Context: an optimization exercise on an open-source flow, tuned for small area, a short achievable clock period and few clock cycles. The choices shown serve that exercise and are no tape-out recipe. The RTL was checked by simulation tests, not by an equivalence proof against the original design. Power is estimated from default activity; no workload was simulated.

==> design/flow/design.v <==
module core #(                              
	parameter ADDR_W = 32,
	parameter INST_W = 32,
	parameter DATA_W = 32
)(
	input                   i_clk,
	input                   i_rst_n,
	output     [ ADDR_W-1 : 0 ] o_i_addr,
	input      [ INST_W-1 : 0 ] i_i_inst,
	output reg                  o_d_wen,
	output     [ ADDR_W-1 : 0 ] o_d_addr,
	output     [ DATA_W-1 : 0 ] o_d_wdata,
	input      [ DATA_W-1 : 0 ] i_d_rdata,
	output reg [    1 : 0 ] o_status,
	output reg              o_status_valid
);
reg  [9:0]  pc_f;           
reg  [9:0]  pc_d;           
reg  [10:0] d_pc4;          
reg         d_valid;
reg  [9:0]  nxt_r;          
reg         stopped;        
reg         x_valid;
reg         x_ok_t, x_ok_n;  
reg         p_br, p_taken;   
reg  [31:0] x_a, x_b;
reg  [15:0] x_imm;
reg  [4:0]  x_rd;
reg         x_wr, x_lw, x_sw, x_eof, x_itype;
reg         x_add, x_sub, x_addu, x_subu, x_and, x_or, x_nor, x_slt;
reg         x_br, x_beq;
reg  [9:0]  x_tgt, x_pc4;
reg         x_oor_t, x_oor_n;
reg         x_sm_a, x_sw_a, x_sb_a, x_sr_a;
reg         x_sm_b, x_sw_b, x_sb_b, x_sr_b, x_si_b;
reg  [31:0] m_res;
reg  [4:0]  m_rd;
reg         m_valid, m_wr, m_lw;
reg         m_eof, m_oor, m_itype;
reg         m_sgn, m_addu, m_subu, m_aerr, m_a31, m_b31, m_c32;
reg  [5:0]  d_addr;
reg  [31:0] w_res;
reg  [4:0]  w_rd;
reg         w_wen, w_lw;
reg  [31:0] b_res;
reg         pend2;
reg  [31:0] rf [0:31];
reg  [31:0]   rfv;
assign o_i_addr  = {22'd0, pc_f};
assign o_d_addr  = {24'd0, d_addr, 2'b00};
assign o_d_wdata = m_res;
wire x_live = x_valid & ~stopped & (p_br ? (p_taken ? x_ok_t : x_ok_n) : x_ok_n);
wire m_err  = m_sgn & (m_a31 == m_b31) & (m_res[31] != m_a31)
            | m_addu & m_c32
            | m_subu & ~m_c32
            | m_aerr;
wire m_stop = m_valid & (m_err | m_eof | m_oor);
wire m_wen  = m_valid & m_wr;
wire [3:0]  op   = i_i_inst[29:26];
wire [4:0]  rs   = i_i_inst[25:21];
wire [4:0]  rt   = i_i_inst[20:16];
wire [4:0]  rdf  = i_i_inst[15:11];
wire [15:0] imm  = i_i_inst[15:0];
wire d_add  = (op == 4'd1);
wire d_sub  = (op == 4'd2);
wire d_addu = (op == 4'd3);
wire d_subu = (op == 4'd4);
wire d_addi = (op == 4'd5);
wire d_lw   = (op == 4'd6);
wire d_sw   = (op == 4'd7);
wire d_and  = (op == 4'd8);
wire d_or   = (op == 4'd9);
wire d_nor  = (op == 4'd10);
wire d_beq  = (op == 4'd11);
wire d_bne  = (op == 4'd12);
wire d_slt  = (op == 4'd13);
wire d_eof  = (op == 4'd14);
wire d_rtype  = d_add | d_sub | d_addu | d_subu | d_and | d_or | d_nor | d_slt;
wire d_br     = d_beq | d_bne;
wire d_use_rs = ~d_eof;
wire d_use_rt = d_rtype | d_sw | d_br;
wire d_wr     = d_rtype | d_addi | d_lw;
wire [4:0] d_rd = d_rtype ? rdf : rt;
wire [31:0] rd_rs = rf[rs];
wire [31:0] rd_rt = rf[rt];
wire [31:0] w_data = w_lw ? i_d_rdata : w_res;
wire m_hit_s = m_wen & (m_rd == rs);
wire m_hit_t = m_wen & (m_rd == rt);
wire w_hit_s = w_wen & (w_rd == rs);
wire w_hit_t = w_wen & (w_rd == rt);
wire x_hit_s = x_live & x_wr & (x_rd == rs);
wire x_hit_t = x_live & x_wr & (x_rd == rt);
wire ml_s    = m_wen & m_lw & (m_rd == rs);
wire ml_t    = m_wen & m_lw & (m_rd == rt);
wire hz_s  = d_use_rs & ((x_hit_s & x_lw) | ml_s);
wire hz_t  = d_use_rt & ((x_hit_t & x_lw) | ml_t);
wire stall = hz_s | hz_t;
wire [16:0] tgt    = {6'd0, d_pc4} + {1'b0, imm};
wire        same   = (rs == rt);
wire        guess  = d_br & (d_beq ? same : ~same);
wire [31:0] xa = ({32{x_sm_a}} & m_res) | ({32{x_sw_a}} & w_res)
               | ({32{x_sb_a}} & b_res) | ({32{x_sr_a}} & x_a);
wire [31:0] xb = ({32{x_sm_b}} & m_res) | ({32{x_sw_b}} & w_res)
               | ({32{x_sb_b}} & b_res) | ({32{x_sr_b}} & x_b)
               | ({32{x_si_b}} & {{16{x_imm[15]}}, x_imm});
wire        x_inv = x_sub | x_subu | x_slt;
wire [31:0] bop   = xb ^ {32{x_inv}};
wire [33:0] sum2  = {1'b0, xa, 1'b1} + {1'b0, bop, x_inv};
wire [32:0] sum   = sum2[33:1];
wire        sovf  = (xa[31] == bop[31]) & (sum[31] != xa[31]);
wire        lt    = (xa[31] != xb[31]) ? xa[31] : sum[31];
wire [8:0]  alo   = {1'b0, xa[7:0]} + {1'b0, x_imm[7:0]};
wire [31:0] bz    = {16'd0, x_imm};
wire [31:0] axb   = xa ^ bz;
wire [31:0] aob   = xa | bz;
wire        a_ok  = (axb[8] == alo[8]) & (axb[31:9] == aob[30:8]);
wire x_aerr = (x_lw | x_sw) & ~a_ok;
wire [31:0] x_lres = ({32{x_and}} & (xa & xb)) | ({32{x_or}} & (xa | xb))
                   | ({32{x_nor}} & ~(xa | xb)) | ({32{x_sw}} & xb);
wire        x_sel_sum = x_add | x_sub | x_addu | x_subu;
wire [31:0] x_res  = x_sel_sum ? sum[31:0] : x_slt ? {31'd0, lt} : x_lres;
wire       taken;
core_brcmp u_brcmp (.a(xa), .b(xb), .beq(x_beq), .taken(taken));
wire       x_oor  = x_br & (taken ? x_oor_t : x_oor_n);
wire       xb_live = x_live & x_br;
wire       dq_tgt  = (pc_d == x_tgt);
wire       dq_pc4  = (pc_d == x_pc4);
wire       dq_nxr  = (pc_d == nxt_r);
wire       dr_n    = d_valid & (x_live ? dq_pc4 : dq_nxr);
wire       dr_t    = d_valid & (x_live ? (x_br ? dq_tgt : dq_pc4) : dq_nxr);
wire [9:0] pc_f4   = pc_f + 10'd4;
wire       fq_tgt  = (imm[9:0] == 10'd0);
wire       fq_pc4  = (pc_f == d_pc4[9:0]);
wire       fq_pcd  = (pc_f == pc_d);
wire       fq_xtgt = (pc_f == x_tgt);
wire       fq_xpc4 = (pc_f == x_pc4);
wire       fq_nxr  = (pc_f == nxt_r);
wire [9:0] nf_a    = guess ? (fq_tgt ? pc_f4 : tgt[9:0]) : (fq_pc4 ? pc_f4 : d_pc4[9:0]);
wire [9:0] nf_b    = fq_pcd ? pc_f4 : pc_d;
wire [9:0] nf_d    = stall ? nf_b : nf_a;
wire [9:0] nf_cn   = ~x_live ? (fq_nxr ? pc_f4 : nxt_r) : (fq_xpc4 ? pc_f4 : x_pc4);
wire [9:0] nf_ct   = ~x_live ? (fq_nxr ? pc_f4 : nxt_r)
                   : x_br ? (fq_xtgt ? pc_f4 : x_tgt) : (fq_xpc4 ? pc_f4 : x_pc4);
wire [9:0] nf_n    = dr_n ? nf_d : nf_cn;
wire [9:0] nf_t    = dr_t ? nf_d : nf_ct;
wire [9:0] nf;
core_pcsel u_pcsel (.taken(taken), .t(nf_t), .n(nf_n), .pc(nf));
wire [9:0] nxt     = ~x_live ? nxt_r : (x_br & taken) ? x_tgt : x_pc4;
always @(posedge i_clk or negedge i_rst_n) begin
	if (!i_rst_n) begin
		pc_f    <= 10'd0;
		pc_d    <= 10'd0;
		d_pc4   <= 11'd4;
		d_valid <= 1'b0;
		nxt_r   <= 10'd0;
		stopped <= 1'b0;
		x_valid <= 1'b0;
		p_br    <= 1'b0;
		m_valid <= 1'b0;
		w_wen   <= 1'b0;
		o_d_wen <= 1'b0;
		o_status_valid <= 1'b0;
		pend2   <= 1'b0;
	end else begin
		stopped <= stopped | m_stop;
		pc_f    <= nf;
		pc_d    <= pc_f;
		d_pc4   <= {1'b0, pc_f} + 11'd4;
		d_valid <= 1'b1;
		nxt_r   <= nxt;
		x_valid <= d_valid & ~stall;
		p_br    <= xb_live;
		m_valid <= x_live & ~m_stop;
		w_wen   <= m_wen & ~m_err;
		o_d_wen <= x_live & x_sw & ~x_aerr & ~m_stop;
		o_status_valid <= m_valid | pend2;
		pend2   <= m_valid & m_oor;
	end
end
always @(posedge i_clk) begin
	x_ok_t  <= dr_t;
	x_ok_n  <= dr_n;
	p_taken <= taken;
	x_a     <= rd_rs;
	x_b     <= rd_rt;
	x_imm   <= imm;
	x_rd    <= d_rd;
	x_wr    <= d_wr;
	x_lw    <= d_lw;
	x_sw    <= d_sw;
	x_eof   <= d_eof;
	x_itype <= d_addi | d_lw | d_sw | d_br;
	x_add   <= d_add | d_addi;
	x_sub   <= d_sub;
	x_addu  <= d_addu;
	x_subu  <= d_subu;
	x_and   <= d_and;
	x_or    <= d_or;
	x_nor   <= d_nor;
	x_slt   <= d_slt;
	x_br    <= d_br;
	x_beq   <= d_beq;
	x_tgt   <= tgt[9:0];
	x_pc4   <= d_pc4[9:0];
	x_oor_t <= (tgt[16:10] != 7'd0);
	x_oor_n <= d_pc4[10];
	x_sm_a  <= x_hit_s;
	x_sw_a  <= ~x_hit_s & m_hit_s;
	x_sb_a  <= ~x_hit_s & ~m_hit_s & w_hit_s;
	x_sr_a  <= ~x_hit_s & ~m_hit_s & ~w_hit_s & rfv[rs];
	x_sm_b  <= ~d_addi & x_hit_t;
	x_sw_b  <= ~d_addi & ~x_hit_t & m_hit_t;
	x_sb_b  <= ~d_addi & ~x_hit_t & ~m_hit_t & w_hit_t;
	x_sr_b  <= ~d_addi & ~x_hit_t & ~m_hit_t & ~w_hit_t & rfv[rt];
	x_si_b  <= d_addi;
	m_res   <= x_res;
	m_rd    <= x_rd;
	m_wr    <= x_wr;
	m_lw    <= x_lw;
	m_eof   <= x_eof;
	m_oor   <= x_oor;
	m_itype <= x_itype;
	m_sgn   <= x_add | x_sub;
	m_addu  <= x_addu;
	m_subu  <= x_subu;
	m_aerr  <= x_aerr;
	m_a31   <= xa[31];
	m_b31   <= bop[31];
	m_c32   <= sum[32];
	d_addr  <= alo[7:2];
	w_res   <= m_res;
	w_rd    <= m_rd;
	w_lw    <= m_lw;
	b_res   <= w_data;
	o_status <= ~m_valid ? 2'd2 : m_err ? 2'd2 : m_eof ? 2'd3 : {1'b0, m_itype};
end
always @(posedge i_clk) begin
	if (w_wen) rf[w_rd] <= w_data;
end
always @(posedge i_clk or negedge i_rst_n) begin
	if (!i_rst_n) rfv <= 32'd0;
	else if (w_wen) rfv[w_rd] <= 1'b1;
end
endmodule
module core_brcmp (
	input  [31:0] a,
	input  [31:0] b,
	input         beq,
	output        taken
);
wire eq = (a == b);
assign taken = beq ? eq : ~eq;
endmodule
module core_pcsel (
	input        taken,
	input  [9:0] t,
	input  [9:0] n,
	output [9:0] pc
);
assign pc = taken ? t : n;
endmodule
==> design/flow/flow/run.sh <==
#!/bin/bash
# Standard ORFS layout (the standard.sh) with:
#  - repair_timing asked to leave extra setup slack, so the design runs well
#    below the clock period;
#  - port buffers of a small fast cell (buf_2) rather than the default pick.
# Clock tree sink clusters are set in config.mk.
# make's own output goes to flow_make.log; ORFS keeps each step's log under orfs/logs.
set -euo pipefail
bash standard.sh SETUP_SLACK_MARGIN=7.3 \
  "BUFFER_PORTS_ARGS=-buffer_cell sky130_fd_sc_hd__buf_2" \
  finish > flow_make.log 2>&1
==> design/flow/standard.sh <==
#!/bin/bash
# synth_recipe.tcl (not shown) runs the flow's synth.tcl, then flattens the netlist and writes it again
# the make line also repeats each setting of config.mk as NAME=value (left out here)
make -C /OpenROAD-flow-scripts/flow DESIGN_CONFIG=/design/flow/config.mk WORK_HOME=/design/flow/orfs CLKGATE_MAP_FILE= SYNTH_SCRIPT=/design/flow/synth_recipe.tcl "${@:-finish}"
==> design/flow/config.mk <==
export PLATFORM = sky130hd
export DESIGN_NAME = core
export DESIGN_NICKNAME = core
export VERILOG_FILES = /design/flow/design.v
export SDC_FILE = /design/flow/constraint.sdc
export NUM_CORES = 4
export LEC_CHECK = 0
export ABC_CLOCK_PERIOD_IN_PS = 4000
export CAP_MARGIN = 20
export CORE_MARGIN = 2
export CORE_UTILIZATION = 40
export CTS_CLUSTER_DIAMETER = 80
export CTS_CLUSTER_SIZE = 20
export SLEW_MARGIN = 20
export SYNTH_HIERARCHICAL = 1
==> design/flow/constraint.sdc <==
create_clock -name core_clock -period 12.0 [get_ports {i_clk}]
set_input_delay 2.4000 -clock core_clock [delete_from_list [all_inputs] [get_ports {i_clk}]]
set_output_delay 2.4000 -clock core_clock [all_outputs]
set_load 0.01 [all_outputs]
==> results of run 1 <==
report_power, final:
| group | internal (mW) | switching [mW] |
|---|---|---|
| Sequential | 5.33 | 0.292 |
| Combinational | 0.716 | 0.912 |
| Clock | 1.34 | 1.63 |
| Total | 7.39 | 2.84 |
cells by family after synthesis:
family | count (synthesis) | share of synthesized area [%]
buf+inv | 355 | 2.37
mux | 850 | 26.1
compound gates | 482 | 5.14
other cells | 2 | 0.0116
fa+ha+maj | 66 | 1.28
flops | 1365 | 58.5
simple gates | 473 | 3.45
xor+xnor | 236 | 3.18
modules after synthesis, one instance, submodules excluded:
module	area (sq um)	copies in the design	cells inside
core_brcmp	355	1	44
core_pcsel	161	1	11
core	64400	1	3774
metrics by stage:
step / area (sq um) / util [%]
CTS: 70700 / 43.9
global route: 70800 / 44.0
finish: 70800 / 44.0
floorplan: 65200 / -
global placement: 68000 / 42.2
detailed placement: 68000 / 42.2
per-layer routing:
layer / vias to the layer above / GRT usage [%]
met5: - / 0
met4: 0 / 5.56
met1: 20000 / 32.2
li1: 15600 / -
met2: 1794 / 37.4
met3: 222 / 4.11
area by class of cell:
cell class | count | area (sq um) | area share [%]
sequential | 1365 | 38000 | 53.6
multi-input combinational | 2156 | 25900 | 36.6
tap | 2160 | 2700 | 3.82
clock buffer | 133 | 2300 | 3.24
timing repair buffer | 201 | 1600 | 2.26
clock inverter | 19 | 181 | 0.256
inverter | 38 | 143 | 0.201
path summary, 6_finish.rpt:
check,slack [ns],depth (start not counted),from,to
min in group asynchronous,1.64,1,i_rst_n,nxt_r[4]
min,0.33,0,x_itype,m_itype
max,7.35,5,i_i_inst[17],x_b[26]
min reg2reg,0.33,0,x_itype,m_itype
max in group asynchronous,9.34,2,i_rst_n,rfv[15]
max reg2reg,7.51,13,x_si_b,m_c32
synth_stat cells, types with 4 or more instances:
master / n / area share [%]
buf_2: 7 / 0.054
nand4_1: 21 / 0.20
o211ai_1: 12 / 0.14
xnor2_1: 106 / 1.4
mux4_2: 660 / 23
inv_1: 37 / 0.21
nand2b_1: 15 / 0.14
mux2i_1: 75 / 1.2
xor2_1: 130 / 1.8
o221ai_1: 5 / 0.067
nor3_1: 41 / 0.32
nand3b_1: 4 / 0.046
o21bai_1: 36 / 0.42
edfxtp_1: 1024 / 47
nor4_1: 28 / 0.27
o31ai_1: 31 / 0.36
a31oi_1: 9 / 0.087
nand3_1: 38 / 0.29
o21a_1: 12 / 0.14
clkbuf_1: 189 / 1.1
dfrtp_1: 79 / 3.0
ha_1: 65 / 1.3
and2_1: 9 / 0.087
o22ai_1: 35 / 0.34
a222oi_1: 15 / 0.23
a21boi_0: 5 / 0.058
nor2_1: 140 / 0.81
a21oi_1: 99 / 0.76
mux2_4: 10 / 0.23
a211oi_1: 5 / 0.058
a22oi_1: 115 / 1.3
buf_1: 69 / 0.40
nand2_1: 127 / 0.73
buf_4: 50 / 0.58
o21ai_0: 46 / 0.35
mux2_2: 105 / 1.8
or2_2: 6 / 0.058
nor2b_1: 8 / 0.077
and4_1: 7 / 0.094
nor3b_1: 4 / 0.046
dfxtp_1: 261 / 8.0
a21o_1: 23 / 0.27
and3_1: 4 / 0.039
or3_1: 10 / 0.096
sequential cells by signal (all words and copies together) (netlist names), 6 cells and up:
| name | count |
|---|---|
| pc_d | 8 |
| d_addr | 6 |
| m_res | 32 |
| b_res | 32 |
| x_a | 32 |
| x_imm | 16 |
| nxt_r | 10 |
| pc_f | 10 |
| d_pc4 | 11 |
| rfv | 32 |
| x_b | 32 |
| w_res | 32 |
| x_tgt | 10 |
| rf | 1024 |
| x_pc4 | 10 |
critical path: cells and delay by family:
| kind | cells | cell delay [ns] |
|---|---|---|
| buffers and inverters | 2 | 1.32 |
| multiplexers | 3 | 1.28 |
repair_timing:
item,in CTS,in global routing
setup endpoints to repair,45,25
gates resized for setup,32,14
pin swaps,0,0
setup buffers,0,0
gates cloned,2,4
==> metrics.cfg, run 1 <==
[status]
status=timing/DRC/antenna clean

[logic_synthesis]
yosys_warnings=7
synth-main-ff-cell=edfxtp_1
synth.avg_cell_area_sq_um=17.0
synth_seq_cells=1365
synth_edf_count=1024
ys_types=82
yosysSeqAreaShare_pct=58.5
async_reset_ff_share_pct=5.86
netlist_area_sq_um=64900
syn_inst=3829

[detailed_routing]
viasPerCell=6.19
highest-signal-layer=met4
wl_met2_um=91900
wl_met3_um=17500
post_drt_wl_per_cell_um=31.6
drc_errors=0
drtIter0Drc=4946
routed_wl_um=192000
drt_pre_antenna_iters=6
drt-met1-wl_um=78200
postRouteAntennaNets=0
routed-via-count=37600

[setup_path]
crit_path_end_kind=flip-flop
cp.required_ns=12.60
path_cells=buf_8 -> buf_4 -> mux4_2 -> mux4_2 -> mux2_2
cp_max_fo=73
crit_path_start_kind=input port
cp_common_cell=mux4_2
crit_arrival_ns=5.25
slowest_stage=buf_4
critPathMaxStageDelay_ns=0.86
worstSetupPathType=input port to flip-flop

[timing]
min_period_ns=4.65
clock_skew_ns=0.0364
timing.hold.ws_ns=0.335
maxSlewViolCount=0
setup_viol=0
hold_violations=0
rsz0062_at_grt=true
fin_setup_tns_ns=0
relSlewSlack_pct=26.1
tightestPinTransition_ns=1.11
fin_ws_ns=7.35
max_freq_mhz=215
min_period_over_period_pct=38.8

[final_layout]
stdcell_count=6072
fillers=14000
final_common_cell=edfxtp_1
n_antenna_cell=0
layout_common_cells=edfxtp_1, mux4_2, dfxtp_1
fin_nets=3976
syn2layout_area_growth_pct=9.05
drive_gt1_share_pct=29.2

[pwr]
p_leak_nw=23.8
vdd_drop_max_uv=111
total_power_mw=10.2
p_per_area_nw_per_um2=144

[die]
dieArea_sq_um=166000
rows=147
initial_utilization_pct=40.4
die_y_um=407
coreArea_sq_um=161000
die_width_um=407
boundaryPins=166

[global_routing]
grt_overflow=0
grt_pass1_wl_um=272000
grt_max_degree=74
antenna_found_initial=3
grt.total_usage_pct=23.0
grt_pass1_vias=37500

[flow_run]
cap_violations=0

[place]
place_hpwl_um=111000
dpl_worst_slack_ns=5.57
dp_cells=5914
port_buffers=115
gp_congestion=0.912

[cts]
cts_sinks=1365
hold_buffers=0
cts.reportedPaths.clkPinSlew_ns=0.08
clock_path_buffers=3
cts_root_buf=clkbuf_16
worstSkewPairLatency_ns=0.71
cts_buffers=82
cts_tree=built
h-tree-depth=3

[min_path]
hp-class=flip-flop to flip-flop

Testbench counts, summed over its fixed seeds: cycles 39,787.
==> run 2: changes to the inputs <==
--- a/design/flow/design.v
+++ b/design/flow/design.v
@@ -96,5 +96,8 @@
 wire hz_t  = d_use_rt & ((x_hit_t & x_lw) | ml_t);
 wire stall = hz_s | hz_t;
-wire [16:0] tgt    = {6'd0, d_pc4} + {1'b0, imm};
+wire [9:0]  tgt_lo;
+wire        tgt_co;
+core_add10 u_tgt (.a(d_pc4[9:0]), .b(imm[9:0]), .s(tgt_lo), .co(tgt_co));
+wire [16:0] tgt    = {tgt_co | d_pc4[10] | (imm[15:10] != 6'd0), 6'd0, tgt_lo};
 wire        same   = (rs == rt);
 wire        guess  = d_br & (d_beq ? same : ~same);
@@ -203,5 +206,5 @@
 	x_tgt   <= tgt[9:0];
 	x_pc4   <= d_pc4[9:0];
-	x_oor_t <= (tgt[16:10] != 7'd0);
+	x_oor_t <= tgt[16];
 	x_oor_n <= d_pc4[10];
 	x_sm_a  <= x_hit_s;
@@ -260,2 +263,45 @@
 assign pc = taken ? t : n;
 endmodule
+module core_add10 (
+	input  [9:0] a,
+	input  [9:0] b,
+	output [9:0] s,
+	output       co
+);
+wire [9:0] g0 = a & b;
+wire [9:0] p0 = a ^ b;
+wire [9:0] g1, p1, g2, p2, g3, p3, g4;
+genvar i;
+generate
+	for (i = 0; i < 10; i = i + 1) begin : ks
+		if (i >= 1) begin : l1
+			assign g1[i] = g0[i] | (p0[i] & g0[i-1]);
+			assign p1[i] = p0[i] & p0[i-1];
+		end else begin : l1n
+			assign g1[i] = g0[i];
+			assign p1[i] = p0[i];
+		end
+		if (i >= 2) begin : l2
+			assign g2[i] = g1[i] | (p1[i] & g1[i-2]);
+			assign p2[i] = p1[i] & p1[i-2];
+		end else begin : l2n
+			assign g2[i] = g1[i];
+			assign p2[i] = p1[i];
+		end
+		if (i >= 4) begin : l3
+			assign g3[i] = g2[i] | (p2[i] & g2[i-4]);
+			assign p3[i] = p2[i] & p2[i-4];
+		end else begin : l3n
+			assign g3[i] = g2[i];
+			assign p3[i] = p2[i];
+		end
+		if (i >= 8) begin : l4
+			assign g4[i] = g3[i] | (p3[i] & g3[i-8]);
+		end else begin : l4n
+			assign g4[i] = g3[i];
+		end
+	end
+endgenerate
+assign s  = p0 ^ {g4[8:0], 1'b0};
+assign co = g4[9];
+endmodule
--- a/design/flow/flow/run.sh
+++ b/design/flow/flow/run.sh
@@ -7,5 +7,5 @@
 # make's own output goes to flow_make.log; ORFS keeps each step's log under orfs/logs.
 set -euo pipefail
-bash standard.sh SETUP_SLACK_MARGIN=7.3 \
+bash standard.sh SETUP_SLACK_MARGIN=8.1 \
   "BUFFER_PORTS_ARGS=-buffer_cell sky130_fd_sc_hd__buf_2" \
   finish > flow_make.log 2>&1
==> metrics.cfg, run 2 <==
[timing]
maxSlewViolCount=0  ; unchanged
min_period_ns=4.16  ; was 4.65 ns
tightestPinTransition_ns=1.06  ; was 1.11 ns
fin_ws_ns=7.84  ; was 7.35 ns
min_period_over_period_pct=34.7  ; was 38.8%
setup_viol=0  ; unchanged
fin_setup_tns_ns=0  ; unchanged
rsz0062_at_grt=true  ; unchanged
clock_skew_ns=0.0367  ; was 0.0364 ns
max_freq_mhz=240  ; was 215 MHz
hold_violations=0  ; unchanged
relSlewSlack_pct=29.1  ; was 26.1%

[logic_synthesis]
synth_seq_cells=1365  ; unchanged
synth_commonest_cells=edfxtp_1, mux4_2, dfxtp_1, clkbuf_1, nor2_1  ; unchanged
synth_area_leaders=edfxtp_1, mux4_2, dfxtp_1  ; unchanged
synth_edf_count=1024  ; unchanged
async_reset_ff_share_pct=5.86  ; unchanged
synth-main-ff-cell=edfxtp_1  ; unchanged
yosysSeqAreaShare_pct=58.5  ; about the same
synth_most_common_cell=edfxtp_1  ; unchanged
synth.avg_cell_area_sq_um=17.0  ; about the same
synth_top_cell_by_area=edfxtp_1  ; unchanged
syn_inst=3826  ; was 3829
synth_top_cell_area_share_pct=47.4  ; was 47.3%
yosys_warnings=7  ; unchanged
netlist_area_sq_um=64900  ; about the same
ys_types=77  ; was 82

[detailed_routing]
viasPerCell=6.23  ; was 6.19
routed_wl_um=198000  ; was 192000 um
post_drt_wl_per_cell_um=32.2  ; was 31.6 um
drt_pre_antenna_iters=6  ; unchanged
drc_errors=0  ; unchanged
routed-via-count=38300  ; was 37600
postRouteAntennaNets=0  ; unchanged
drtIter0Drc=4908  ; was 4946

[min_path]
hp-class=flip-flop to flip-flop  ; unchanged
hold_depth=0  ; unchanged
min_from=x_eof  ; was x_itype
whs_endpoint=m_eof  ; was m_itype

[die]
boundaryPins=166  ; unchanged
coreArea_sq_um=161000  ; unchanged
die_width_um=407  ; about the same
dieArea_sq_um=166000  ; about the same
initial_utilization_pct=40.3  ; was 40.4%
rows=147  ; unchanged
die_y_um=407  ; about the same

[setup_path]
crit_start=i_i_inst[1]  ; was i_i_inst[17]
critPathMaxStageDelay_ns=0.53  ; was 0.86 ns
crit_arrival_ns=4.76  ; was 5.25 ns
path_cells=buf_12 -> ha_4 -> a21o_4 -> a2111oi_4 -> nor3_1 -> or4_4 -> nor3_2 -> a21oi_1 -> o22a_1 -> o21ai_2 -> o21ai_1 -> mux2_4  ; was buf_8 -> buf_4 -> mux4_2 -> mux4_2 -> mux2_2
crit_path_start_kind=input port  ; unchanged
r2r_end=m_res[30]  ; was m_c32
crit_path_end_kind=flip-flop  ; unchanged
r2r_cells=14  ; was 13
path_buf_inv=1  ; was 2
cp.required_ns=12.60  ; about the same
r2r_start=x_sb_b  ; was x_si_b
cp_max_fo=3  ; was 73
ff2ff_setup_slack_ns=8.15  ; was 7.51 ns
worstSetupPathType=input port to flip-flop  ; unchanged
critPathTopFamily=compound AO/OA/AOI/OAI gates  ; was buffers and inverters
slowest_stage=or4_4  ; was buf_4

[cts]
cts_tree=built  ; unchanged
h-tree-depth=3  ; unchanged
cts_buffers=81  ; was 82
clock_path_buffers=3  ; unchanged
hold_buffers=0  ; unchanged
cts_root_buf=clkbuf_16  ; unchanged
cts_sinks=1365  ; unchanged
cts.reportedPaths.clkPinSlew_ns=0.09  ; was 0.08 ns
worstSkewPairLatency_ns=0.73  ; was 0.71 ns

[place]
placed_area_sq_um=68000  ; about the same
port_buffers=115  ; unchanged
dpl_worst_slack_ns=5.86  ; was 5.57 ns
place_hpwl_um=113000  ; was 111000 um
gp_congestion=0.920  ; was 0.912

[status]
status=timing/DRC/antenna clean  ; unchanged

[pwr]
vdd_drop_max_uv=116  ; was 111 uV
total_power_mw=10.3  ; was 10.2 mW
p_per_area_nw_per_um2=141  ; was 144 nW/um^2
p_leak_nw=24.9  ; was 23.8 nW

[final_layout]
stdcell_area_sq_um=72900  ; was 70800 sq um
drive_gt1_share_pct=33.1  ; was 29.2%
largest_reg_flops=1024  ; unchanged
largest_register=rf  ; unchanged
syn2layout_area_growth_pct=12.3  ; was 9.05%
final_common_cell=edfxtp_1  ; unchanged
layout_common_cells=edfxtp_1, mux4_2, dfxtp_1  ; unchanged
fin_nets=4059  ; was 3976
post-route-util_pct=45.3  ; was 44.0%

[global_routing]
grt_max_degree=63  ; was 74
grt_pass1_wl_um=278000  ; was 272000 um
grt_pass1_vias=37600  ; was 37500
grt.total_usage_pct=23.6  ; was 23.0%
grt_overflow=0  ; unchanged
antenna_found_initial=5  ; was 3

[flow_run]
cap_violations=0  ; unchanged

==> run 2: cell types whose count changed after synthesis, moves of 15 or more <==
cell	before	now
buf_2	7	39
o21bai_1	36	6
a21o_1	23	48
buf_1	69	49
nor2_1	140	159
nor3_1	41	26
==> run 2: stage by stage <==
step | instances | hold slack (ns)
CTS | 6097 | 0.332
finish | 6152 | 0.334
global placement | 5903 | 0.314
global route | 6151 | 0.343
floorplan | 3873 | 0.310
detailed placement | 5903 | 0.312
==> run 2: area by class of cell <==
type | instances | area, sq um
clock buffers | 134 | 2310
inverters | 36 | 135
diodes | 2 | 5.00
flip-flops and latches | 1365 | 38000
multi-input cells | 2153 | 26400
repair buffers | 290 | 3170
fillers | 13700 | 88100
well taps | 2160 | 2700
clock inverters | 12 | 163
==> run 2: metal layers <==
layer | track usage [%] | up-vias | share of wire (%)
li1 | - | 15700 | -
met1 | 32.7 | 20400 | 40
met2 | 38.8 | 1887 | 49
met3 | 3.63 | 241 | 8.6
met4 | 6.36 | 0 | 2.5
met5 | 0 | - | 0
==> run 2: how the worst max path moves through the flow <==
| stage | endpoint | slack, ns | cells past startpoint |
|---|---|---|---|
| CTS | pc_f[9] | 7.88 | 12 |
| global placement | x_a[28] | 5.84 | 6 |
| floorplan | pc_f[9] | 7.34 | 11 |
| detailed placement | x_a[18] | 5.86 | 6 |
| global route | pc_f[9] | 7.76 | 12 |
| finish | pc_f[9] | 7.84 | 12 |
==> run 2: report_power, final <==
group	switching, mW	internal (mW)
sequential	0.290	5.30
clock	1.61	1.38
combinational	0.902	0.791
==> run 2: cell families after synthesis <==
family	Yosys count	synth area share [%]
AOI/OAI and AO/OA	482	5.08
xor gates and xnor gates	238	3.21
adders and majority gates	66	1.28
buffers and inverters	356	2.43
DFF	1365	58.5
muxes	844	26.0
other	2	0.0116
and+or+nand+nor	473	3.46
==> run 2: what timing repair did <==
action                                  in CTS  in global routing
resized for setup                          141                 77
endpoints found under the setup margin     113                 57
buffers inserted                            26                 47
cloned                                      22                  6
pin swaps                                   14                 45
==> run 2: Yosys stat by module (local to each module, per instance) <==
module | times used | flip-flops and latches | area, sq um
core_brcmp | 1 | 0 | 355
core_add10 | 1 | 0 | 433
core | 1 | 1365 | 64000
core_pcsel | 1 | 0 | 161
Testbench counts of run 2, summed over its fixed seeds: cycles 39,787.

afterwards: timing with drivers on the ports:
In the flow no input, the clock included, has a driving cell. The finished layouts below were timed again as built, in two steps. Step 1 sets driving cells, clkbuf_16 on the clock port and buf_2 on the other inputs (assumed; they add their load-dependent delay and slew). Step 2 also shifts input and output timing later by t, the mid clock arrival at the registers, as if the neighbouring blocks saw the same clock. Slacks: no drivers / after step 1 / after step 2; pairs: no drivers / after step 1.
| run | t, ns | slack for setup (ns) | latest minus earliest clock arrival (ns) | worst register clock-pin slew, ns | pins driven straight from the clock port |
|---|---|---|---|---|---|
| run 1 | 0.772 | 7.348 / 7.332 / 6.560 | 0.045 / 0.045 | 0.09 / 0.09 | 1 |
| run 2 | 0.790 | 7.839 / 7.867 / 7.078 | 0.037 / 0.037 | 0.09 / 0.09 | 1 |
After both steps every run listed still meets setup and hold. The setup slack of run 1, which loses most, moves by -0.016 ns with the drivers and by -0.788 ns with both steps.
